Context: an optimization exercise on an open-source flow, tuned for small area, a short achievable clock period and few clock cycles per item. The choices shown serve that exercise and are no tape-out recipe.
In this exercise RTL edits were held to simulation tests only and were not proved equivalent to the original.

--- run.sh ---
#!/bin/bash
# synth_recipe.tcl (not shown) runs the flow's synth.tcl, then flattens the netlist and writes it again
# the make line also repeats each setting of config.mk as NAME=value (left out here)
make -C /OpenROAD-flow-scripts/flow DESIGN_CONFIG=/design/flow/config.mk WORK_HOME=/design/flow/orfs CLKGATE_MAP_FILE= SYNTH_SCRIPT=/design/flow/synth_recipe.tcl finish
--- config.mk ---
export PLATFORM = sky130hd
export DESIGN_NAME = sha256d_miner
export DESIGN_NICKNAME = sha256d_miner
export VERILOG_FILES = /design/flow/design.v
export SDC_FILE = /design/flow/constraint.sdc
export NUM_CORES = 4
export LEC_CHECK = 0
export CAP_MARGIN = 20
export CORE_MARGIN = 2
export CORE_UTILIZATION = 40
export SLEW_MARGIN = 20
--- constraint.sdc ---
create_clock -name core_clock -period 12.0 [get_ports {clk}]
set_input_delay 2.4000 -clock core_clock [delete_from_list [all_inputs] [get_ports {clk}]]
set_output_delay 2.4000 -clock core_clock [all_outputs]
set_load 0.01 [all_outputs]
--- design.v ---
module k_rom_ip (
	input  [5:0]  address,
	input         clken,
	input         clock,
	output reg [31:0] q
);
reg [5:0] addr_r;
reg [31:0] k;
always @ (*)
	case (addr_r)
	6'd0: k = 32'h428A2F98;
	6'd1: k = 32'h71374491;
	6'd2: k = 32'hB5C0FBCF;
	6'd3: k = 32'hE9B5DBA5;
	6'd4: k = 32'h3956C25B;
	6'd5: k = 32'h59F111F1;
	6'd6: k = 32'h923F82A4;
	6'd7: k = 32'hAB1C5ED5;
	6'd8: k = 32'hD807AA98;
	6'd9: k = 32'h12835B01;
	6'd10: k = 32'h243185BE;
	6'd11: k = 32'h550C7DC3;
	6'd12: k = 32'h72BE5D74;
	6'd13: k = 32'h80DEB1FE;
	6'd14: k = 32'h9BDC06A7;
	6'd15: k = 32'hC19BF174;
	6'd16: k = 32'hE49B69C1;
	6'd17: k = 32'hEFBE4786;
	6'd18: k = 32'h0FC19DC6;
	6'd19: k = 32'h240CA1CC;
	6'd20: k = 32'h2DE92C6F;
	6'd21: k = 32'h4A7484AA;
	6'd22: k = 32'h5CB0A9DC;
	6'd23: k = 32'h76F988DA;
	6'd24: k = 32'h983E5152;
	6'd25: k = 32'hA831C66D;
	6'd26: k = 32'hB00327C8;
	6'd27: k = 32'hBF597FC7;
	6'd28: k = 32'hC6E00BF3;
	6'd29: k = 32'hD5A79147;
	6'd30: k = 32'h06CA6351;
	6'd31: k = 32'h14292967;
	6'd32: k = 32'h27B70A85;
	6'd33: k = 32'h2E1B2138;
	6'd34: k = 32'h4D2C6DFC;
	6'd35: k = 32'h53380D13;
	6'd36: k = 32'h650A7354;
	6'd37: k = 32'h766A0ABB;
	6'd38: k = 32'h81C2C92E;
	6'd39: k = 32'h92722C85;
	6'd40: k = 32'hA2BFE8A1;
	6'd41: k = 32'hA81A664B;
	6'd42: k = 32'hC24B8B70;
	6'd43: k = 32'hC76C51A3;
	6'd44: k = 32'hD192E819;
	6'd45: k = 32'hD6990624;
	6'd46: k = 32'hF40E3585;
	6'd47: k = 32'h106AA070;
	6'd48: k = 32'h19A4C116;
	6'd49: k = 32'h1E376C08;
	6'd50: k = 32'h2748774C;
	6'd51: k = 32'h34B0BCB5;
	6'd52: k = 32'h391C0CB3;
	6'd53: k = 32'h4ED8AA4A;
	6'd54: k = 32'h5B9CCA4F;
	6'd55: k = 32'h682E6FF3;
	6'd56: k = 32'h748F82EE;
	6'd57: k = 32'h78A5636F;
	6'd58: k = 32'h84C87814;
	6'd59: k = 32'h8CC70208;
	6'd60: k = 32'h90BEFFFA;
	6'd61: k = 32'hA4506CEB;
	6'd62: k = 32'hBEF9A3F7;
	6'd63: k = 32'hC67178F2;
	default: k = 32'h0;
	endcase
always @ (posedge clock)
	if (clken)
		begin
			addr_r <= address;
			q <= k;
		end
endmodule
module ram_abc_ip (
	input  [3:0]  address_a,
	input  [3:0]  address_b,
	input         clock,
	input  [31:0] data_a,
	input  [31:0] data_b,
	input         enable,
	input         wren_a,
	input         wren_b,
	output reg [31:0] q_a,
	output reg [31:0] q_b
);
always @ (posedge clock)
	if (enable)
		begin
			if (wren_a)
				q_a <= data_a;
			if (wren_b)
				q_b <= data_b;
		end
endmodule
module m1_header_ram_ip (
	input  [4:0]  address_a,
	input  [4:0]  address_b,
	input         clock,
	input  [31:0] data_a,
	input  [31:0] data_b,
	input         enable,
	input         wren_a,
	input         wren_b,
	output reg [31:0] q_a,
	output reg [31:0] q_b
);
reg [31:0] mem [0:11];
reg [31:0] rd_a, rd_b;
function [31:0] rd;
	input [4:0] addr;
	begin
		if (addr < 5'd12)
			rd = mem[addr[3:0]];
		else if (addr == 5'd12)
			rd = 32'h80000000;
		else if (addr == 5'd23)
			rd = 32'h00000280;
		else
			rd = 32'h0;
	end
endfunction
always @ (posedge clock)
	if (enable)
		begin
			if (wren_a && address_a < 5'd12)
				mem[address_a[3:0]] <= data_a;
			if (wren_b && address_b < 5'd12)
				mem[address_b[3:0]] <= data_b;
			rd_a <= (wren_a && address_a < 5'd12) ? data_a : rd(address_a);
			rd_b <= (wren_b && address_b < 5'd12) ? data_b : rd(address_b);
			q_a <= rd_a;
			q_b <= rd_b;
		end
endmodule
module m2_header_ram_ip (
	input  [3:0]  address_a,
	input  [3:0]  address_b,
	input         clock,
	input  [31:0] data_a,
	input  [31:0] data_b,
	input         enable,
	input         wren_a,
	input         wren_b,
	output reg [31:0] q_a,
	output reg [31:0] q_b
);
reg [31:0] mem [0:7];
reg [31:0] rd_a, rd_b;
function [31:0] rd;
	input [3:0] addr;
	begin
		if (!addr[3])
			rd = mem[addr[2:0]];
		else if (addr == 4'd8)
			rd = 32'h80000000;
		else if (addr == 4'd15)
			rd = 32'h00000100;
		else
			rd = 32'h0;
	end
endfunction
always @ (posedge clock)
	if (enable)
		begin
			if (wren_a && !address_a[3])
				mem[address_a[2:0]] <= data_a;
			if (wren_b && !address_b[3])
				mem[address_b[2:0]] <= data_b;
			rd_a <= (wren_a && !address_a[3]) ? data_a : rd(address_a);
			rd_b <= (wren_b && !address_b[3]) ? data_b : rd(address_b);
			q_a <= rd_a;
			q_b <= rd_b;
		end
endmodule
module m1_comby (
input wire [31:0]	a,
input wire [31:0]	b,
input wire [31:0]	c,
input wire [31:0]	d,
input wire [31:0]	e,
input wire [31:0]	f,
input wire [31:0]	g,
input wire [31:0]	h,
input wire [31:0]	k,
input wire [31:0]	wt_in,
output wire [31:0] t1t2,
output wire [31:0] dt1
);
wire [31:0]	t1;
wire [31:0]	t2;
wire [31:0]	big_sigma0;
wire [31:0]	big_sigma1;
wire [31:0]	ch;
wire [31:0]	maj;
assign t1 = h + big_sigma1 + ch + k + wt_in;
assign t2 = big_sigma0 + maj;
assign t1t2 = t1 + t2;
assign dt1 = d + t1;
assign big_sigma0 = {a[1:0],a[31:2]} ^ {a[12:0],a[31:13]} ^ {a[21:0],a[31:22]};
assign big_sigma1 = {e[5:0],e[31:6]} ^ {e[10:0],e[31:11]} ^ {e[24:0],e[31:25]};
assign ch = (e & f) ^ (~e & g);
assign maj = (a & b) ^ (a & c) ^ (b & c);
endmodule
module m1_wt_reg
(
	input clk_h, 
	input m1_wt_reg_en,
	input [31:0] 	w_in,
	output reg 	[31:0] 	w14_t_2,
	output reg 	[31:0] 	w9_t_7,	
	output reg	[31:0] 	w1_t_15,						
	output reg	[31:0] 	w0_t_16
);
reg [31:0]		w15;
reg [31:0]		w13;
reg [31:0]		w12;
reg [31:0]		w11;
reg [31:0]		w10;
reg [31:0]		w8;
reg [31:0]		w7;
reg [31:0]		w6;
reg [31:0]		w5;
reg [31:0]		w4;
reg [31:0]		w3;
reg [31:0]		w2;
always @ (posedge clk_h)
				if (m1_wt_reg_en)
					begin
						w15 <= w_in;
						w14_t_2 <= w15;
						w13 <= w14_t_2;
						w12 <= w13;
						w11 <= w12;
						w10 <= w11;
					end
always @ (posedge clk_h)
				if (m1_wt_reg_en)
				begin
						w9_t_7 <= w10;
						w8 <= w9_t_7;
						w7 <= w8;
						w6 <= w7;
						w5 <= w6;
						w4 <= w5;
						w3 <= w4;
						w2 <= w3;
						w1_t_15 <= w2;
						w0_t_16 <= w1_t_15;
				end
endmodule
module m1_abc_reg (
		input clk_h, 
		input clk_h_en,
		input	[31:0]		m1_abc_data_in,
		input [31:0]		m1_e_data_in,
		input		wire			m1_abc_en,
output wire [31:0]	a,
output wire [31:0]	b,
output wire [31:0]	c,
output wire [31:0]	d,
output wire [31:0]	e,
output wire [31:0]	f,
output wire [31:0]	g,
output wire [31:0]	h
);
ram_abc_ip	ram_abc_ip_ab (
	.address_a ( 4'b0000 ),
	.address_b ( 4'b0001 ),
	.clock ( clk_h ),
	.data_a ( m1_abc_data_in ),
	.data_b ( a ),
	.enable ( 1'b1 ), 
	.wren_a ( m1_abc_en ),
	.wren_b ( m1_abc_en ),
	.q_a ( a ),
	.q_b ( b )
	);
ram_abc_ip	ram_abc_ip_cd (
	.address_a ( 4'b0000 ),
	.address_b ( 4'b0001 ),
	.clock ( clk_h ),
	.data_a ( b ),
	.data_b ( c),
	.enable ( 1'b1 ), 
	.wren_a ( m1_abc_en ),
	.wren_b ( m1_abc_en ),
	.q_a ( c ),
	.q_b ( d )
	);
ram_abc_ip	ram_abc_ip_ef (
	.address_a ( 4'b0000 ),
	.address_b ( 4'b0001 ),
	.clock ( clk_h ),
	.data_a ( m1_e_data_in ),
	.data_b ( e ),
	.enable ( 1'b1 ), 
	.wren_a ( m1_abc_en ),
	.wren_b ( m1_abc_en ),
	.q_a ( e ),
	.q_b ( f )
	);
ram_abc_ip	ram_abc_ip_gh (
	.address_a ( 4'b0000 ),
	.address_b ( 4'b0001 ),
	.clock ( clk_h ),
	.data_a ( f ),
	.data_b ( g ),
	.enable ( 1'b1 ), 
	.wren_a ( m1_abc_en ),
	.wren_b ( m1_abc_en ),
	.q_a ( g ),
	.q_b ( h )
	);
endmodule
module m1 (
		input 		clk_h, 
		input [31:0]	m1_next_nonce,
		input 		m1_wr_nonce,		
		input [4:0] 	m1_header_ram_addr_a,
		input [4:0] 	m1_header_ram_addr_b,
		input [31:0]	data_from_host,
		input				m1_header_ram_wren_a,
		input					m1_abc_en,
		input 				m1_abc_load,
		input 				m1_wt_reg_en,		
		input 				m1_wt_sw,
		input [5:0] 	m1_k_rom_address,
		input 			m1_k_rom_clkh_en,	
output wire [31:0]	m1_h_0_3,
output wire [31:0]	m1_h_4_7		
			);		
wire [31:0]			m1_header_ram_outa;
wire [31:0]			m1_header_ram_outb;
wire [31:0]			m1_abc_data_in;
wire [31:0]			m1_e_data_in;
wire [31:0]			a;
wire [31:0]			b;
wire [31:0]			c;
wire [31:0]			d;
wire [31:0]			e;
wire [31:0]			f;
wire [31:0]			g;
wire [31:0]			h;
wire [31:0]			wt_in_wire;
wire [31:0]			wt_in;
wire [31:0]			sigma0;
wire [31:0]			sigma1;
wire 	[31:0] 	w14_t_2;
wire 	[31:0] 	w9_t_7;
wire	[31:0] 	w1_t_15;					
wire	[31:0] 	w0_t_16;
wire [31:0] k;
wire [31:0] t1t2;
wire [31:0] dt1;
m1_header_ram_ip	m1_header_ram_ip (
	.address_a ( m1_header_ram_addr_a ),
	.address_b ( m1_header_ram_addr_b ),
	.clock ( clk_h ),	
	.data_a ( data_from_host ),
	.data_b ( m1_next_nonce ),	
	.enable ( 1'b1 ),	
	.wren_a ( m1_header_ram_wren_a ),
	.wren_b ( m1_wr_nonce ),
	.q_a ( m1_header_ram_outa ),
	.q_b ( m1_header_ram_outb )	
	);
assign m1_h_0_3 = m1_header_ram_outa + a;
assign m1_h_4_7 = m1_header_ram_outb + e;
m1_abc_reg m1_abc_reg  (
		.clk_h(clk_h), 
		.clk_h_en(m1_abc_en),
		.m1_abc_data_in(m1_abc_data_in),
		.m1_e_data_in(m1_e_data_in),
		.m1_abc_en(m1_abc_en),
		.a(a),
		.b(b),
		.c(c),
		.d(d),
		.e(e),
		.f(f),
		.g(g),
		.h(h)
);
assign m1_abc_data_in = m1_abc_load ? m1_header_ram_outa : t1t2;
assign m1_e_data_in  = m1_abc_load ?  m1_header_ram_outb : dt1;
m1_wt_reg 	m1_wt_reg (
	.clk_h(clk_h), 
	.m1_wt_reg_en(m1_wt_reg_en),
	.w_in(wt_in),
	.w14_t_2(w14_t_2),
	.w9_t_7(w9_t_7),	
	.w1_t_15(w1_t_15),						
	.w0_t_16(w0_t_16)
							);
assign sigma0 = {w1_t_15[6:0],w1_t_15[31:7]} ^ {w1_t_15[17:0],w1_t_15[31:18]} ^ {3'b000,w1_t_15[31:3]};
assign sigma1 = {w14_t_2[16:0],w14_t_2[31:17]} ^ {w14_t_2[18:0],w14_t_2[31:19]} ^ {10'b00_0000_0000,w14_t_2[31:10]};
assign wt_in_wire = sigma1 + w9_t_7 + sigma0 +  w0_t_16;
assign wt_in = m1_wt_sw ? wt_in_wire : m1_header_ram_outa;														
k_rom_ip	k_rom_ip (
	.address ( m1_k_rom_address ),
	.clken ( m1_k_rom_clkh_en ),
	.clock ( clk_h ),
	.q ( k )
	);
m1_comby m1_comby(
					.a(a),
					.b(b),
					.c(c),
					.d(d),
					.e(e),
					.f(f),
					.g(g),
					.h(h),
					.k(k),
					.wt_in(wt_in),
					.t1t2(t1t2),
					.dt1(dt1)
							);	
endmodule							
module m2_abc_reg (
		input clk_h, 
		input clk_h_en,
		input m2_abc_load,
		input	[31:0]		m2_abc_data_in,
		input [31:0]		m2_e_data_in,
output reg [31:0]	a,
output reg [31:0]	b,
output reg [31:0]	c,
output reg [31:0]	d,
output reg [31:0]	e,
output reg [31:0]	f,
output reg [31:0]	g,
output reg [31:0]	h
);
always @ (posedge clk_h)
			begin
					if (m2_abc_load)
						begin
								a <= 32'h6a09e667; 
								b <= 32'hbb67ae85; 
								c <= 32'h3c6ef372; 
								d <= 32'ha54ff53a; 
								e <= 32'h510e527f; 
								f <= 32'h9b05688c; 
								g <= 32'h1f83d9ab; 
								h <= 32'h5be0cd19; 
						end
					else if (clk_h_en)
						begin
								a <= m2_abc_data_in;
								b <= a;
								c <= b;
								d <= c;
								e <= m2_e_data_in;
								f <= e;
								g <= f;
								h <= g;
						end
			end
endmodule	
module m2 (
		input 	clk_h,  
		input	[31:0]	data_from_host,
		input 			target_en,
		input [3:0] 	m2_header_ram_addr_a,
		input [3:0] 	m2_header_ram_addr_b,
		input [31:0]	m1_h_0_3,
		input [31:0]	m1_h_4_7,	
		input				m2_header_ram_wren,
		input				m2_abc_en,
		input 			m2_abc_load,
		input				m2_wt_reg_en,
		input				m2_wt_sw,
		input [5:0] 	m2_k_rom_address,
		input 			m2_k_rom_clkh_en,
		input 			catch_bits,
		input 			host_break,		
output reg 			m2_ticket2moon
			);
wire [31:0]			m2_header_ram_outa;
wire [31:0]			m2_header_ram_outb;
wire [31:0]			m2_abc_data_in;
wire [31:0]			m2_e_data_in;
wire [31:0]			a;
wire [31:0]			b;
wire [31:0]			c;
wire [31:0]			d;
wire [31:0]			e;
wire [31:0]			f;
wire [31:0]			g;
wire [31:0]			h;
wire [31:0] 	m2_init_a;
wire [31:0] 	m2_init_b;
wire [31:0]			wt_in_wire;
wire [31:0]			wt_in;
wire [31:0]			sigma0;
wire [31:0]			sigma1;
wire 	[31:0] 	w14_t_2;
wire 	[31:0] 	w9_t_7;
wire	[31:0] 	w1_t_15;					
wire	[31:0] 	w0_t_16;
wire [31:0] k;
wire [31:0] t1t2;
wire [31:0] dt1;			
reg [31:0]	hash0, hash1,hash2,hash3,hash4,hash5,hash6,hash7;
reg 			catch_bits_r;
reg [255:0] target;
always @ (posedge clk_h)
	begin
		if (target_en)
			begin	
				target[31:0] <= data_from_host;
				target[63:32] <= target[31:0];
				target[95:64] <= target[63:32];
				target[127:96] <= target[95:64];
				target[159:128] <= target[127:96];
				target[191:160] <= target[159:128];
				target[223:192] <= target[191:160];
				target[255:224] <= target[223:192];
			end
	end
m2_header_ram_ip 	m2_header_ram_ip (
							.address_a ( m2_header_ram_addr_a ),
							.address_b ( m2_header_ram_addr_b ),
							.clock ( clk_h ),
							.data_a ( m1_h_0_3 ),
							.data_b ( m1_h_4_7 ),
							.enable ( 1'b1 ),
							.wren_a ( m2_header_ram_wren ),
							.wren_b ( m2_header_ram_wren ),
							.q_a ( m2_header_ram_outa ),
							.q_b ( m2_header_ram_outb )
							);
m2_abc_reg m2_abc_reg  (
		.clk_h(clk_h), 
		.clk_h_en(m2_abc_en),
		.m2_abc_load(m2_abc_load),
		.m2_abc_data_in(m2_abc_data_in),
		.m2_e_data_in(m2_e_data_in),
		.a(a),
		.b(b),
		.c(c),
		.d(d),
		.e(e),
		.f(f),
		.g(g),
		.h(h)
);
assign m2_abc_data_in =  t1t2; 
assign m2_e_data_in  =  dt1; 
m1_wt_reg 	m2_wt_reg (
	.clk_h(clk_h), 
	.m1_wt_reg_en(m2_wt_reg_en),
	.w_in(wt_in),
	.w14_t_2(w14_t_2),
	.w9_t_7(w9_t_7),	
	.w1_t_15(w1_t_15),						
	.w0_t_16(w0_t_16)
							);
assign sigma0 = {w1_t_15[6:0],w1_t_15[31:7]} ^ {w1_t_15[17:0],w1_t_15[31:18]} ^ {3'b000,w1_t_15[31:3]};
assign sigma1 = {w14_t_2[16:0],w14_t_2[31:17]} ^ {w14_t_2[18:0],w14_t_2[31:19]} ^ {10'b00_0000_0000,w14_t_2[31:10]};
assign wt_in_wire = sigma1 + w9_t_7 + sigma0 +  w0_t_16;
assign wt_in = m2_wt_sw ? wt_in_wire : m2_header_ram_outa;	
k_rom_ip	m2_k_rom_ip (
	.address ( m2_k_rom_address ),
	.clken ( m2_k_rom_clkh_en ),
	.clock ( clk_h ),
	.q ( k )
	);						
m1_comby m2_comby(
					.a(a),
					.b(b),
					.c(c),
					.d(d),
					.e(e),
					.f(f),
					.g(g),
					.h(h),
					.k(k),
					.wt_in(wt_in),
					.t1t2(t1t2),
					.dt1(dt1)
							);	
		always @ (posedge clk_h)
				catch_bits_r <= catch_bits;
		always @ (posedge clk_h)
			if (catch_bits)
				begin
					hash0 <= a + 32'h6a09e667; 
					hash1 <= b + 32'hbb67ae85; 
					hash2 <= c + 32'h3c6ef372; 
					hash3 <= d + 32'ha54ff53a; 
					hash4 <= e + 32'h510e527f; 
					hash5 <= f + 32'h9b05688c; 
					hash6 <= g + 32'h1f83d9ab; 
					hash7 <= h + 32'h5be0cd19; 
				end
		always @ (posedge clk_h)
			 if (catch_bits_r)
				m2_ticket2moon <= {hash7,hash6,hash5,hash4,hash3,hash2,hash1,hash0} <= target; 
			else	
				m2_ticket2moon <= 1'b0;
endmodule							
 module m1m2 (		
		input clk_h, 		 
		input [31:0]	m1_next_nonce,
		input 			m1_wr_nonce,		
		input [4:0] 	m1_header_ram_addr_a,
		input [4:0] 	m1_header_ram_addr_b,
		input [31:0]	data_from_host,
		input				m1_header_ram_wren_a,
		input					m1_abc_en,
		input 				m1_abc_load,
		input 				m1_wt_reg_en,		
		input 				m1_wt_sw,
		input [5:0] 	m1_k_rom_address,
		input 			m1_k_rom_clkh_en,	
		input				m2_target_en_t0,
		input [3:0] 	m2_header_ram_addr_a,
		input [3:0] 	m2_header_ram_addr_b,
		input				m2_header_ram_wren,
		input				m2_abc_en,
		input 			m2_abc_load,
		input				m2_wt_reg_en,
		input				m2_wt_sw,
		input [5:0] 	m2_k_rom_address,
		input 			m2_k_rom_clkh_en,
		input 			catch_bits,
		input 			host_break,
		output wire m2_ticket2moon
					);
wire [31:0]	m1_h_0_3;
wire [31:0]	m1_h_4_7;
wire [31:0]	m2_h_0_3;
wire [31:0]	m2_h_4_7;
m1 m1 (
		.clk_h(clk_h), 
		.m1_next_nonce(m1_next_nonce),
		.m1_wr_nonce(m1_wr_nonce),		
		.m1_header_ram_addr_a(m1_header_ram_addr_a),
		.m1_header_ram_addr_b(m1_header_ram_addr_b),
		.data_from_host(data_from_host),
		.m1_header_ram_wren_a(m1_header_ram_wren_a),
		.m1_abc_en(m1_abc_en),
		.m1_abc_load(m1_abc_load),
		.m1_wt_reg_en(m1_wt_reg_en),		
		.m1_wt_sw(m1_wt_sw),
		.m1_k_rom_address(m1_k_rom_address),
		.m1_k_rom_clkh_en(m1_k_rom_clkh_en),	
		.m1_h_0_3(m1_h_0_3),
		.m1_h_4_7(m1_h_4_7)	
							);
m2 m2 (
					.clk_h(clk_h),  
					.data_from_host(data_from_host),
					.target_en(m2_target_en_t0),
					.m2_header_ram_addr_a(m2_header_ram_addr_a),
					.m2_header_ram_addr_b(m2_header_ram_addr_b),
					.m1_h_0_3(m1_h_0_3),
					.m1_h_4_7(m1_h_4_7),	
					.m2_header_ram_wren(m2_header_ram_wren),
					.m2_abc_en(m2_abc_en),
					.m2_abc_load(m2_abc_load),
					.m2_wt_reg_en(m2_wt_reg_en),
					.m2_wt_sw(m2_wt_sw),
					.m2_k_rom_address(m2_k_rom_address),
					.m2_k_rom_clkh_en(m2_k_rom_clkh_en),
			.catch_bits(catch_bits),
			.host_break(host_break),
			.m2_ticket2moon(m2_ticket2moon)
							);
endmodule
module m1_sm (
		input clk_h, 
		input host_break,
		input lock,
		input	block_data_en,
		input header_rdy,
		input start_stop,
output reg		m1_header_ram_wren_a,
output reg		load_bits,
output reg		m1_abc_load_r,
output reg		m1_abc_en_r,
output reg		m1_wt_reg_en,
output reg		m1_wt_sw,
output reg		m1_wr_nonce,
output reg	[4:0] 	m1_header_ram_addr_a,
output reg	[4:0] 	m1_header_ram_addr_b,
output reg	[5:0] 	m1_k_rom_address,
output reg				m1_k_rom_clkh_en,
output reg 			go_m2
);
 localparam		M1_IDLE			 				= 4'b0000,
					M1_LOAD_HEADER_RDHOST		= 4'b0001,
					M1_LOAD_HEADER_BITS			= 4'b0010,
					M1_LOAD_HEADER_NONCE			= 4'b0011,
					M1_LOAD_HEADER_WRHDR			= 4'b0100,
					M1_INIT_M1		   			= 4'b0101,
					M1_INIT_K		   			= 4'b0110,
					M1_INIT_ABC						= 4'b0111,				
					M1_FIRST16			   = 4'b1000,
					M1_READ_HEADER_HASHS	= 4'b1001,
					M1_CALC_HASHS			= 4'b1010,
					M1_FINISH            = 4'b1011,
					M1_WAIT_INIT_M1		= 4'b1100;
reg [4:0]	load_num;
reg			load_num_en;
reg			time2k;
reg			time2abc;
reg			time2wt_sw;
reg			time2finish;
reg 			m1_time2rd_hashs;
reg 			round_abc_wt_one_shoot;
reg [6:0]	round_abc_wt;
reg			round_abc_wt_en;
reg			round_abc_wt_res;
(* keep *) reg [3:0]	hash_state;
(* keep *) reg [3:0]	hash_next_state;
reg 			header_loded;
reg			read_header;
reg				k_res;
reg				go_m2_r;
reg		m1_abc_load;
reg		m1_abc_en;
reg		time2loadnonce;
always @ (posedge clk_h)
begin
	if (host_break )
	hash_state <= M1_IDLE;
	else
	hash_state <= hash_next_state;
end
always @ (posedge clk_h)
begin
	m1_abc_load_r <= m1_abc_load;
	m1_abc_en_r <= m1_abc_en;
	go_m2 <= go_m2_r;
end
always @ (*)
begin
	load_num_en <= 1'b0;
	m1_header_ram_wren_a <= 1'b0;
	load_bits <= 1'b0;
	round_abc_wt_one_shoot <= 1'b0;
	round_abc_wt_en <= 1'b0;
	read_header <= 1'b0;
	m1_wr_nonce <= 1'b0;
	m1_abc_load <= 1'b0;
	m1_abc_en <= 1'b0;
	m1_wt_reg_en <= 1'b0;
	read_header <= 1'b0;		
	m1_k_rom_clkh_en <= 1'b0; 
	k_res <= 1'b0;
	m1_wt_sw <= 1'b0;
	go_m2_r <= 1'b0;
	time2loadnonce <= 1'b0;
	round_abc_wt_res <= 1'b0;
	case (hash_state)
			M1_IDLE: begin 
									if (block_data_en)
										begin
											hash_next_state <= M1_LOAD_HEADER_RDHOST; 
										end
									else 				
										begin
											hash_next_state <= M1_IDLE; 				
										end
						end
			M1_LOAD_HEADER_RDHOST: begin 	 
											m1_header_ram_wren_a <= 1'b1;
											load_num_en <= 1'b1;
											hash_next_state <= M1_LOAD_HEADER_BITS;
								end
			M1_LOAD_HEADER_BITS: begin  
											if (block_data_en)
												begin
													load_num_en <= 1'b1;
													m1_header_ram_wren_a <= 1'b1;
													hash_next_state <= M1_LOAD_HEADER_BITS;
												end
											else if (start_stop)  
														begin
															hash_next_state <= M1_INIT_M1;
														end
											else if (host_break)
															hash_next_state <= M1_IDLE;
											else 
															hash_next_state <= M1_LOAD_HEADER_BITS;
								end
			M1_LOAD_HEADER_NONCE: begin  
											load_num_en <= 1'b1;
											m1_header_ram_wren_a <= 1'b0; 
											hash_next_state <= M1_LOAD_HEADER_WRHDR;	
								end					
			M1_LOAD_HEADER_WRHDR: begin  
											load_num_en <= 1'b1;
											m1_header_ram_wren_a <= 1'b1;
											if (header_loded)
												begin	
													round_abc_wt_one_shoot <= 1'b1;
													round_abc_wt_en <= 1'b1;
													hash_next_state <= M1_INIT_M1;
												end
											else 
													hash_next_state <= M1_LOAD_HEADER_WRHDR;
								end
			M1_INIT_M1: begin  
											m1_abc_load <= 1'b1;
											m1_abc_en <= 1'b1;
											round_abc_wt_en <= 1'b1;
											read_header <= 1'b1;
											k_res <= 1'b1;
											hash_next_state <= M1_INIT_K;
								end
			M1_INIT_K: begin  
											round_abc_wt_en <= 1'b1;
											read_header <= 1'b1;
											m1_abc_load <= 1'b1;
											m1_abc_en <= 1'b1;
											if (time2k)
											begin 
											m1_k_rom_clkh_en <= 1'b1;
											m1_wt_reg_en <= 1'b1;
											hash_next_state <= M1_INIT_ABC;
											end
											else 
											hash_next_state <= M1_INIT_K;		
							end
			M1_INIT_ABC: begin  
											round_abc_wt_en <= 1'b1;
											read_header <= 1'b1;
											m1_abc_load <= 1'b1;
											m1_abc_en <= 1'b1;
											m1_k_rom_clkh_en <= 1'b1;
											m1_wt_reg_en <= 1'b1;
									if (time2abc)	begin
											m1_abc_load <= 1'b0;
											time2loadnonce <= 1'b1;
											hash_next_state <= M1_FIRST16;
														end
									else 				begin
											hash_next_state <= M1_INIT_ABC; 
														end
							end
			M1_FIRST16: begin  
											round_abc_wt_en <= 1'b1;
											read_header <= 1'b1;
											m1_abc_en <= 1'b1;
											m1_k_rom_clkh_en <= 1'b1;
											m1_wt_reg_en <= 1'b1;
											time2loadnonce <= 1'b1;
											if (time2wt_sw)
												begin
													m1_wr_nonce <= 1'b1;
													m1_wt_sw <= 1'b1;
													hash_next_state <= M1_READ_HEADER_HASHS;
												end
											else
											hash_next_state <= M1_FIRST16;
							end
			M1_READ_HEADER_HASHS: begin  
											round_abc_wt_en <= 1'b1;
											m1_abc_en <= 1'b1;
											m1_k_rom_clkh_en <= 1'b1;
											m1_wt_reg_en <= 1'b1;
											m1_wt_sw <= 1'b1;
											if (m1_time2rd_hashs)
											begin
											go_m2_r <= 1'b1;	
											hash_next_state <= M1_CALC_HASHS;
											end
											else
											hash_next_state <= M1_READ_HEADER_HASHS;
							end
			M1_CALC_HASHS: begin  
											round_abc_wt_en <= 1'b1;
											m1_abc_en <= 1'b1;
											m1_k_rom_clkh_en <= 1'b1;
											m1_wt_reg_en <= 1'b1;
											m1_wt_sw <= 1'b1;
											read_header <= 1'b1;
											if (time2finish)
												begin
												round_abc_wt_res <= 1'b1;
												read_header <= 1'b0;
												round_abc_wt_one_shoot <= 1'b1;
												round_abc_wt_en <= 1'b1;
												hash_next_state <= M1_FINISH;
												end
											else
													hash_next_state <= M1_CALC_HASHS;	
							end
			M1_FINISH	: begin  
										if (start_stop)
											begin
													round_abc_wt_en <= 1'b1;
													m1_abc_en <= 1'b1;
													m1_k_rom_clkh_en <= 1'b1;
													m1_wt_reg_en <= 1'b1;
													m1_wt_sw <= 1'b1;
													hash_next_state <= M1_INIT_M1;
											end
										else 
												hash_next_state <= M1_IDLE;
								end
			M1_WAIT_INIT_M1: begin 
													round_abc_wt_one_shoot <= 1'b1;
													round_abc_wt_en <= 1'b1;
													hash_next_state <= M1_INIT_M1;
							end
	default: 	begin 	hash_next_state <= M1_IDLE; end
	endcase
end
	always @ (posedge clk_h)
		begin		
				if (host_break)
							m1_header_ram_addr_a <= 5'b0;
				else if (round_abc_wt_one_shoot | m1_time2rd_hashs)
							m1_header_ram_addr_a <= 5'b00100;
				else if (read_header)
						m1_header_ram_addr_a <= m1_header_ram_addr_a + 5'b1;
				else if (m1_header_ram_wren_a | m1_wr_nonce)
							m1_header_ram_addr_a <= m1_header_ram_addr_a + 5'b1;			
		end
	always @ (posedge clk_h)
		begin		
				if (host_break | time2abc | time2loadnonce)
					m1_header_ram_addr_b <= 5'hb;
				else if (round_abc_wt_one_shoot | m1_time2rd_hashs)
							m1_header_ram_addr_b <= 5'b0;
				else if (read_header)
						m1_header_ram_addr_b <= m1_header_ram_addr_b + 5'b1;
		end						
	always @ (posedge clk_h)
				if (k_res)
					m1_k_rom_address <= 6'b0;
				else if (m1_k_rom_clkh_en)
					m1_k_rom_address <= m1_k_rom_address + 6'b000001;	
	always @ (posedge clk_h)
	begin
		if (host_break | ~load_num_en)
			load_num <= 5'b0;
		else if (load_num_en)
			load_num <= load_num + 5'b1;
	end
	always @ (posedge clk_h)
	begin				
		header_loded <= load_num == 5'h18; 
	end
	always @ (posedge clk_h)
	begin
		if (host_break | round_abc_wt_res)
				round_abc_wt <= 7'b0;
		else if (round_abc_wt_en )
				round_abc_wt <= round_abc_wt + 7'b1;
	end	
	always @ (posedge clk_h)
	begin
			time2k <= round_abc_wt == 7'h4; 
			time2abc <= round_abc_wt == 7'h5; 
			time2wt_sw <= round_abc_wt == 7'h16; 
			m1_time2rd_hashs <= round_abc_wt == 7'h40; 
			time2finish <= round_abc_wt == 7'h45; 
	end
endmodule
module m2_sm (
		input clk_h, 
		input host_break,
		input start_stop,
		input go_m2,
output reg		m2_header_ram_wren_a,
output reg		m2_abc_load,
output reg		m2_abc_en,
output reg		m2_wt_reg_en,
output reg		m2_wt_sw,
output reg	[3:0] 	m2_header_ram_addr_a,
output reg	[3:0] 	m2_header_ram_addr_b,
output reg	[5:0] 	m2_k_rom_address,
output reg				m2_k_rom_clkh_en,
output reg				catch_bits
);
 localparam		M2_IDLE			 				= 4'b0000,
					M2_LOAD_HEADER_WRHDR			= 4'b0001,
					M2_INIT_M2		   			= 4'b0010,
					M2_INIT_K		   			= 4'b0011,
					M2_INIT_K1						= 4'b0100,
					M2_INIT_ABC						= 4'b0101, 
					M2_FIRST16			   		= 4'b0110,
					M2_READ_HEADER_HASHS			= 4'b0111,
					M2_CALC_HASHS 					= 4'b1000;
reg		 	load_one_shoot_start;
reg [24:0]	load_num;
reg			load_num_en;
reg			read_header;
reg			time2k;
reg			time2wt_sw;
reg 			round_abc_wt_one_shoot;
reg [4:0]	round_abc_wt;
reg			round_abc_wt_en;
reg			round_abc_wt_res;
reg [3:0]	hash_state;
reg [3:0]	hash_next_state;
reg				k_res;
always @ (posedge clk_h)
begin
	if (host_break | ~start_stop)
	hash_state <= M2_IDLE;
	else
	hash_state <= hash_next_state;
end
always @ (*)
begin
	load_one_shoot_start <= 1'b0;
	load_num_en <= 1'b0;
	m2_header_ram_wren_a <= 1'b0;
	round_abc_wt_one_shoot <= 1'b0;
	round_abc_wt_en <= 1'b0;
	read_header <= 1'b0;
	m2_k_rom_clkh_en <= 1'b0;
	m2_abc_load <= 1'b0;
	m2_abc_en <= 1'b0;
	m2_wt_reg_en <= 1'b0;
	k_res <= 1'b0;
	m2_wt_sw <= 1'b0;
	catch_bits <= 1'b0;
	case (hash_state)
			M2_IDLE: begin 
									if (go_m2) 
										begin
											hash_next_state <= M2_LOAD_HEADER_WRHDR; 
										end
									else 				
										begin
											hash_next_state <= M2_IDLE; 				
										end
						end
			M2_LOAD_HEADER_WRHDR: begin  
												begin
													round_abc_wt_one_shoot <= 1'b1;
													round_abc_wt_en <= 1'b1;
													hash_next_state <= M2_INIT_M2;
												round_abc_wt_en <= 1'b1;
												m2_k_rom_clkh_en <= 1'b1;
												m2_wt_sw <= 1'b1;
												end		
								end
			M2_INIT_M2: begin  
											round_abc_wt_en <= 1'b1;
											m2_header_ram_wren_a <= 1'b1;
											k_res <= 1'b1;
												round_abc_wt_en <= 1'b1;
												m2_k_rom_clkh_en <= 1'b1;
												m2_wt_sw <= 1'b1;
											catch_bits <= 1'b1;
											hash_next_state <= M2_INIT_K;
								end
			M2_INIT_K: begin  
											m2_header_ram_wren_a <= 1'b1;
											round_abc_wt_en <= 1'b1;
											if (time2k)
											begin
											m2_k_rom_clkh_en <= 1'b1;
											read_header <= 1'b1;
											m2_header_ram_wren_a <= 1'b1;
											hash_next_state <= M2_INIT_K1;
											end
											else 
											hash_next_state <= M2_INIT_K;		
							end
			M2_INIT_K1: begin  
											round_abc_wt_en <= 1'b1;
											m2_abc_load <= 1'b1;
											m2_abc_en <= 1'b1;
											m2_k_rom_clkh_en <= 1'b1;
											read_header <= 1'b1;
											m2_wt_reg_en <= 1'b1;
											hash_next_state <= M2_INIT_ABC;
							end
			M2_INIT_ABC: begin  
												round_abc_wt_en <= 1'b1;
												read_header <= 1'b1;
												m2_abc_en <= 1'b1;
												m2_k_rom_clkh_en <= 1'b1;
												m2_wt_reg_en <= 1'b1;
												hash_next_state <= M2_FIRST16;
								end
			M2_FIRST16: begin  
												round_abc_wt_en <= 1'b1;
												read_header <= 1'b1;
												m2_abc_en <= 1'b1;
												m2_k_rom_clkh_en <= 1'b1;
												m2_wt_reg_en <= 1'b1;
												if (time2wt_sw)
													begin 
															m2_wt_sw <= 1'b1;
															hash_next_state <= M2_CALC_HASHS;
													end
												else
												hash_next_state <= M2_FIRST16;	
							end
			M2_CALC_HASHS: begin  
												m2_abc_en <= 1'b1;
												m2_wt_reg_en <= 1'b1;
												m2_k_rom_clkh_en <= 1'b1;
												m2_wt_sw <= 1'b1;	
												if (go_m2)
												begin
												m2_abc_en <= 1'b0;
												m2_wt_reg_en <= 1'b1;
												m2_k_rom_clkh_en <= 1'b1;
												m2_wt_sw <= 1'b1;	
												hash_next_state <= M2_LOAD_HEADER_WRHDR;
												end
											else
												hash_next_state <= M2_CALC_HASHS;
								end
									default: 	begin 	hash_next_state <= M2_IDLE; end
	endcase
end
	always @ (posedge clk_h)
		begin		
				if (host_break)
					begin
							m2_header_ram_addr_a <= 4'b0011;
							m2_header_ram_addr_b <= 4'b0111;
					end
				else if (round_abc_wt_one_shoot)
					begin
							m2_header_ram_addr_a <= 4'b0011;
							m2_header_ram_addr_b <= 4'b0111;
					end
							else if (read_header)
					begin
						m2_header_ram_addr_a <= m2_header_ram_addr_a + 1'b1;
						m2_header_ram_addr_b <= m2_header_ram_addr_b + 1'b1;
					end	
				else if (m2_header_ram_wren_a )
					begin
							m2_header_ram_addr_a <= m2_header_ram_addr_a - 1'b1;
							m2_header_ram_addr_b <= m2_header_ram_addr_b - 1'b1;
					end					
		end
	always @ (posedge clk_h)
				if (k_res)
					m2_k_rom_address <= 6'b0;
				else if (m2_k_rom_clkh_en)
					m2_k_rom_address <= m2_k_rom_address + 6'b000001;	
	always @ (posedge clk_h)
	begin
		if (load_num_en)
		begin
			load_num[24:1] <= load_num[23:0];
			load_num[0] <= load_one_shoot_start;
		end
	end
	always @ (posedge clk_h)
	begin
		if (host_break | round_abc_wt_res)
				round_abc_wt <= 5'b0;
		else if (round_abc_wt_en )
				round_abc_wt <= round_abc_wt + 5'b1;
	end	
	always @ (posedge clk_h)
	begin
			time2k <= round_abc_wt == 5'h3; 
			time2wt_sw <= round_abc_wt == 5'h15; 
			round_abc_wt_res <= round_abc_wt == 5'h17; 
	end	
	endmodule
module sha256d_miner (
	input             clk,
	input             rst,         
	input             run,         
	input             wr_blk,      
	input             wr_tgt,      
	input             wr_nonce,    
	input      [31:0] wdata,
	output reg        found,
	output reg [31:0] found_nonce
);
wire host_break = rst;
wire start_stop = run;
reg  [31:0] data_from_host;
reg         block_data_en;
reg         target_en;
reg         wr_start_nonce;
always @ (posedge clk)
	begin
		if (wr_blk | wr_tgt | wr_nonce)
			data_from_host <= wdata;
		block_data_en <= wr_blk;
		target_en <= wr_tgt;
		wr_start_nonce <= wr_nonce;
	end
reg [31:0]			m1_next_nonce_t0;
reg 					m1_wr_nonce_t0;
reg [4:0]			m1_header_ram_addr_a_t0;
reg [4:0]			m1_header_ram_addr_b_t0;
reg [31:0]			data_from_host_t0;
reg 					m1_header_ram_wren_a_t0;
reg 					m1_abc_en_t0;
reg 					m1_abc_load_t0;
reg 					m1_wt_reg_en_t0;
reg 					m1_wt_sw_t0;
reg [5:0]			m1_k_rom_address_t0;
reg 					m1_k_rom_clkh_en_t0;
reg [3:0]			m2_header_ram_addr_a_t0;
reg [3:0]			m2_header_ram_addr_b_t0;
reg 					m2_header_ram_wren_a_t0;
reg 					m2_abc_en_t0;
reg 					m2_abc_load_t0;
reg 					m2_wt_reg_en_t0;
reg 					m2_wt_sw_t0;
reg [5:0]			m2_k_rom_address_t0;
reg 					m2_k_rom_clkh_en_t0;
reg 					catch_bits_t0;
reg					m2_target_en_t0;
wire					m2_ticket2moon_t0;
wire 			m1_wr_nonce;
wire 			load_bits;
wire			go_m2;
wire [4:0] 		m1_header_ram_addr_a;
wire [4:0] 		m1_header_ram_addr_b;
wire			m1_header_ram_wren_a;
wire			m1_abc_en;
wire	 		m1_abc_load;
wire 			m1_wt_reg_en;
wire 			m1_wt_sw;
wire [5:0] 		m1_k_rom_address;
wire 			m1_k_rom_clkh_en;
wire [3:0] 		m2_header_ram_addr_a;
wire [3:0] 		m2_header_ram_addr_b;
wire			m2_header_ram_wren_a;
wire			m2_abc_en;
wire			m2_abc_load;
wire			m2_wt_reg_en;
wire			m2_wt_sw;
wire [5:0] 		m2_k_rom_address;
wire 			m2_k_rom_clkh_en;
wire 			catch_bits;
	m1_sm m1_sm(
					.clk_h(clk),
					.host_break(host_break),
					.lock(1'b1),
					.block_data_en(block_data_en),
					.header_rdy(block_data_en),
					.start_stop(start_stop),
					.m1_header_ram_wren_a(m1_header_ram_wren_a),
					.load_bits(load_bits),
					.m1_abc_load_r(m1_abc_load),
					.m1_abc_en_r(m1_abc_en),
					.m1_wt_reg_en(m1_wt_reg_en),
					.m1_wt_sw(m1_wt_sw),
					.m1_wr_nonce(m1_wr_nonce),
					.m1_header_ram_addr_a(m1_header_ram_addr_a),
					.m1_header_ram_addr_b(m1_header_ram_addr_b),
					.m1_k_rom_address(m1_k_rom_address),
					.m1_k_rom_clkh_en(m1_k_rom_clkh_en),
					.go_m2(go_m2)
					);
	m2_sm m2_sm(
					.clk_h(clk),
					.host_break(host_break),
					.start_stop(start_stop),
					.go_m2(go_m2),
					.m2_header_ram_wren_a(m2_header_ram_wren_a),
					.m2_abc_load(m2_abc_load),
					.m2_abc_en(m2_abc_en),
					.m2_wt_reg_en(m2_wt_reg_en),
					.m2_wt_sw(m2_wt_sw),
					.m2_header_ram_addr_a(m2_header_ram_addr_a),
					.m2_header_ram_addr_b(m2_header_ram_addr_b),
					.m2_k_rom_address(m2_k_rom_address),
					.m2_k_rom_clkh_en(m2_k_rom_clkh_en),
					.catch_bits(catch_bits)
					);
always @ (posedge clk)
		if (wr_start_nonce)
			m1_next_nonce_t0 <= {data_from_host[7:0],data_from_host[15:8],data_from_host[23:16],data_from_host[31:24]};
		else if (m1_wr_nonce_t0)
			m1_next_nonce_t0 <= m1_next_nonce_t0 + 32'h1;
always @ (posedge clk)
	begin
		m1_wr_nonce_t0 <= m1_wr_nonce;
		data_from_host_t0 <= {data_from_host[7:0],data_from_host[15:8],data_from_host[23:16],data_from_host[31:24]};
		m1_header_ram_addr_a_t0 <= m1_header_ram_addr_a;
		m1_header_ram_addr_b_t0 <= m1_header_ram_addr_b;
		m1_header_ram_wren_a_t0 <= m1_header_ram_wren_a;
		m1_abc_en_t0 <= m1_abc_en;
		m1_abc_load_t0 <= m1_abc_load;
		m1_wt_reg_en_t0 <= m1_wt_reg_en;
		m1_wt_sw_t0 <= m1_wt_sw;
		m1_k_rom_address_t0 <= m1_k_rom_address;
		m1_k_rom_clkh_en_t0 <= m1_k_rom_clkh_en;
		m2_target_en_t0 <= target_en;
		m2_header_ram_addr_a_t0 <= m2_header_ram_addr_a;
		m2_header_ram_addr_b_t0 <= m2_header_ram_addr_b;
		m2_header_ram_wren_a_t0 <= m2_header_ram_wren_a;
		m2_abc_en_t0 <= m2_abc_en;
		m2_abc_load_t0 <= m2_abc_load;
		m2_wt_reg_en_t0 <= m2_wt_reg_en;
		m2_wt_sw_t0 <= m2_wt_sw;
		m2_k_rom_address_t0 <= m2_k_rom_address;
		m2_k_rom_clkh_en_t0 <= m2_k_rom_clkh_en;
		catch_bits_t0 <= catch_bits;
	end
	m1m2 m1m2_t0 (
		.clk_h(clk),
		.m1_next_nonce(m1_next_nonce_t0),
		.m1_wr_nonce(m1_wr_nonce_t0),
		.m1_header_ram_addr_a(m1_header_ram_addr_a_t0),
		.m1_header_ram_addr_b(m1_header_ram_addr_b_t0),
		.data_from_host(data_from_host_t0),
		.m1_header_ram_wren_a(m1_header_ram_wren_a_t0),
		.m1_abc_en(m1_abc_en_t0),
		.m1_abc_load(m1_abc_load_t0),
		.m1_wt_reg_en(m1_wt_reg_en_t0),
		.m1_wt_sw(m1_wt_sw_t0),
		.m1_k_rom_address(m1_k_rom_address_t0),
		.m1_k_rom_clkh_en(m1_k_rom_clkh_en_t0),
		.m2_target_en_t0(m2_target_en_t0),
		.m2_header_ram_addr_a(m2_header_ram_addr_a_t0),
		.m2_header_ram_addr_b(m2_header_ram_addr_b_t0),
		.m2_header_ram_wren(m2_header_ram_wren_a_t0),
		.m2_abc_en(m2_abc_en_t0),
		.m2_abc_load(m2_abc_load_t0),
		.m2_wt_reg_en(m2_wt_reg_en_t0),
		.m2_wt_sw(m2_wt_sw_t0),
		.m2_k_rom_address(m2_k_rom_address_t0),
		.m2_k_rom_clkh_en(m2_k_rom_clkh_en_t0),
		.catch_bits(catch_bits_t0),
		.host_break(host_break),
		.m2_ticket2moon(m2_ticket2moon_t0)
				);
reg [1:0] catch_cnt;
always @ (posedge clk)
	if (host_break | ~start_stop)
		catch_cnt <= 2'd0;
	else if (catch_bits_t0 & (catch_cnt != 2'd3))
		catch_cnt <= catch_cnt + 2'd1;
always @ (posedge clk)
	begin
		found <= m2_ticket2moon_t0 & (catch_cnt == 2'd3);
		if (m2_ticket2moon_t0)
			found_nonce <= m1_next_nonce_t0 - 32'd3;
	end
endmodule
==> run notes <==
[per-layer routing]
layer	up-vias	GRT usage, %	wire (um)	share of wire [%]
met5	-	0	44	0.0094
met4	8	6.66	14700	3.1
met3	740	3.44	37400	8.0
met2	4283	33.6	205000	44
met1	51300	33.5	211000	45
li1	46300	-	-	-
[area by class of cell]
cell class	instances	area, um^2
Antenna cell	14	35.0
Clock buffer	438	9360
Clock inverter	190	2090
Fill cell	36400	222000
Inverter	724	2720
Multi-Input combinational cell	8064	66700
Sequential cell	3203	90300
Tap cell	5405	6760
Timing Repair Buffer	269	2230
[cells by family (layout without fill, tap and decap cells)]
family          count (synthesis)  in the layout  share of synthesized area (%)
xor+xnor                     1059           1059                           5.77
flops                        3203           3203                           55.8
fa+ha+maj                    1032           1032                           9.69
simple gates                 2456           2456                           6.98
buf+inv                      1385           1621                           3.22
other cells                     0             14                              0
compound gates               2379           2379                           9.40
mux                          1138           1138                           9.18
[final timing paths]
path,startpoint,end,slack [ns]
hold / removal,m1m2_t0.m2.m2_header_ram_ip.rd_a[11],m1m2_t0.m2.m2_header_ram_ip.q_a[11],0.31
setup / recovery,m1m2_t0.m2.m2_wt_reg.w1_t_15[8],m1m2_t0.m2.m2_abc_reg.a[31],1.25
setup reg to reg,m1m2_t0.m2.m2_wt_reg.w1_t_15[8],m1m2_t0.m2.m2_abc_reg.a[31],1.25
hold reg to reg,m1m2_t0.m2.m2_header_ram_ip.rd_a[11],m1m2_t0.m2.m2_header_ram_ip.q_a[11],0.31
[synth_stat cells (all sizes together), types with 68 or more instances]
cell    instances
a211oi        124
a21o          244
a21oi         514
a22o           68
a31oi          75
buf            96
clkbuf        565
dfxtp         599
edfxtp       2604
fa            378
ha            624
inv           718
mux2          501
mux2i         411
mux4          226
nand2         939
nand2b         73
nand3         158
nand4          97
nor2          614
nor2b         107
nor3          175
o211ai         82
o21a           83
o21ai         727
o31ai          77
xnor2         753
xor2          302
[metrics by stage]
step | setup slack, ns | util, %
finish | 1.25 | 44.8
global route | 0.606 | 44.8
floorplan | 3.18 | -
global placement | 1.37 | 41.9
detailed placement | 1.50 | 41.9
CTS | 1.39 | 44.7
[worst max-delay path: cells and delay by family (launching register included)]
kind | cells | cell delay [ns]
XOR/XNOR | 5 | 1.24
multiplexers | 1 | 0.33
AND/OR/NAND/NOR | 6 | 1.32
flip-flops | 1 | 0.48
AO/OA/AOI/OAI | 14 | 3.84
adder cells (fa/ha/maj) | 8 | 3.25
buffers and inverters | 3 | 0.17
==> run notes <==
----------------------------------------------------
[Status]
  Run status ... no timing/DRC/antenna violations

[Worst hold path]
  Cell depth of the worst hold path ... 0
  Hold WC Path Type ... flip-flop to flip-flop

[Timing]
  Measured slew at the worst slew-check pin ... 1.24 ns
  Hold Slack ... 0.312 ns
  Setup total negative slack ... 0 ns
  Final-report setup violation count ... 0
  Period Utilization, post-route ... 89.6%
  Number of hold violations in the final report ... 0
  Relative slew slack ... 16.7%
  Number of max-slew violations in the final report ... 0
  Maximum clock frequency ... 0.0930 GHz
  Worst clock skew ... 0.0582 ns
  Time the worst path needs with I/O delays and setup ... 10.75 ns
  RSZ-0062 raised after global routing ... false

[Placement]
  Cell Count Post-Placement ... 17700
  Placed wire-length estimate after detailed placement ... 329000 um
  IO Port Bufs ... 70
  Final weighted congestion in routability-driven placement ... 0.924
  Area post-placement ... 0.169 mm^2

[Floorplanning]
  Die height ... 640 um
  Row cnt ... 233
  Initial cell density of the core ... 40.2%
  Top-Level Pins ... 71
  Placeable Area ... 0.403 mm^2
  Area enclosed by the die boundary ... 0.409 mm^2
  DIE WIDTH ... 640 um

[Clock tree]
  Deepest level of the CTS H-tree ... 5
  CTS root buf ... sky130_fd_sc_hd__clkbuf_16
  Number of buffers on the longest clock path ... 4
  TritonCTS buffer count ... 341
  Post-CTS Resized ... 0
  # clock sinks ... 3203
  Clock-pin slew on the worst setup and hold paths ... 0.07 ns
  Buffer count from post-CTS setup fixing ... 0
  Hold buffers post-CTS ... 0
  TritonCTS clock tree ... done
  Clock latency on the worst-skew pair ... 0.99 ns

[GRT]
  Total global routing overflow ... 0
  Vias in the first global route ... 97500
  Number of antenna violations at the first check in global routing ... 25
  Wire length of the first global-routing pass ... 679000 um
  Overall track demand over capacity in global routing ... 22.4%
  Maximum number of pins on one net before global-route repair ... 183

[Layout]
  Share of layout cells above drive strength 1 ... 12.4%
  Nets ... 13600
  Area growth from synthesis to layout ... 11.4%
  Most frequent standard cell in the layout excluding fill and tap cells ... sky130_fd_sc_hd__edfxtp_1
  Flip-flop count of the largest register after layout ... 384
  Number of non-filler instances in the completed layout ... 18300
  Area of all placed cells without fillers ... 0.180 mm^2
  Commonest non-fill, non-tap cells in the layout ... sky130_fd_sc_hd__edfxtp_1, sky130_fd_sc_hd__nand2_1, sky130_fd_sc_hd__xnor2_1

[Worst setup path]
  Worst path required time ... 12.88 ns
  Startpoint type of the worst setup path ... flip-flop
  Cell at the slowest stage of the critical path ... sky130_fd_sc_hd__o311ai_0
  Kind of end point of the critical path ... flip-flop
  Top cell by count, worst path ... sky130_fd_sc_hd__fa_1
  Largest driver fanout on the critical path ... 7
  Arrival time reported for the critical path endpoint ... 11.63 ns
  Class of the most critical setup path ... flip-flop to flip-flop
  Highest cell delay on the worst timing path ... 0.71 ns
  Cell count of the worst reg-to-reg path ... 37

[Synth]
  Area fraction of the dominant cell type after synthesis ... 48.3%
  FF+latch count, synth ... 3203
  Fraction of the yosys area taken by sequential cells ... 55.8%
  Count of mapped cells out of synthesis ... 12700
  Syn_area_per_cell ... 12.8 um^2
  Cell type contributing the most total cell area after synthesis ... sky130_fd_sc_hd__edfxtp_1
  Distinct cell type count of the synthesized netlist ... 100
  Most instantiated flip-flop cell in the synthesis netlist ... sky130_fd_sc_hd__edfxtp_1
  Number of enable flip-flop cells after synthesis ... 2604
  Leading post-synthesis cells by cell area ... sky130_fd_sc_hd__edfxtp_1, sky130_fd_sc_hd__dfxtp_1, sky130_fd_sc_hd__ha_1
  Netlist area before placement ... 0.162 mm^2
  Number of synthesis warnings ... 10
  Syn nets ... 13700
  Asr flop ratio synth ... 0%

[Flow run]
  Maximum Capacitance Violations ... 0

[Route]
  Routed vias ... 103000
  Post-detailed-route via-to-cell ratio ... 5.60
  Number of search-and-repair iterations in the first detailed-routing pass ... 8
  DRC violation count after routing ... 0
  Mean routed wirelength per cell ... 25.6 um
  Initial detailed-routing violation count ... 11600
  Wire length after detailed routing ... 468000 um
  ANT nets after route ... 0

----------------------------------------------------
Testbench counts, summed over its fixed seeds: cycles 131,506, items 1,790.

port drivers added, routing unchanged:
Ports are ideal in the flow. The routed layout listed here was re-timed in OpenROAD.
Step 1 assumes that a clkbuf_16 drives the clock port and a buf_2 every other input.
Step 2, shift: input delay + t, output delay - t, t = (earliest + latest rising clock arrival at the registers) / 2. This alone moves slack from input paths to output paths.
Slacks: ideal / step 1 / step 2; pairs: ideal / step 1.
t, ns: 1.065
setup slack, ns: 1.245 / 1.245 / 1.245
worst data-port slew with drivers (ns): 0.18
After both steps setup and hold are still met in this run. The setup slack of this run moves by 0.000 ns with the drivers and by 0.000 ns with both steps.
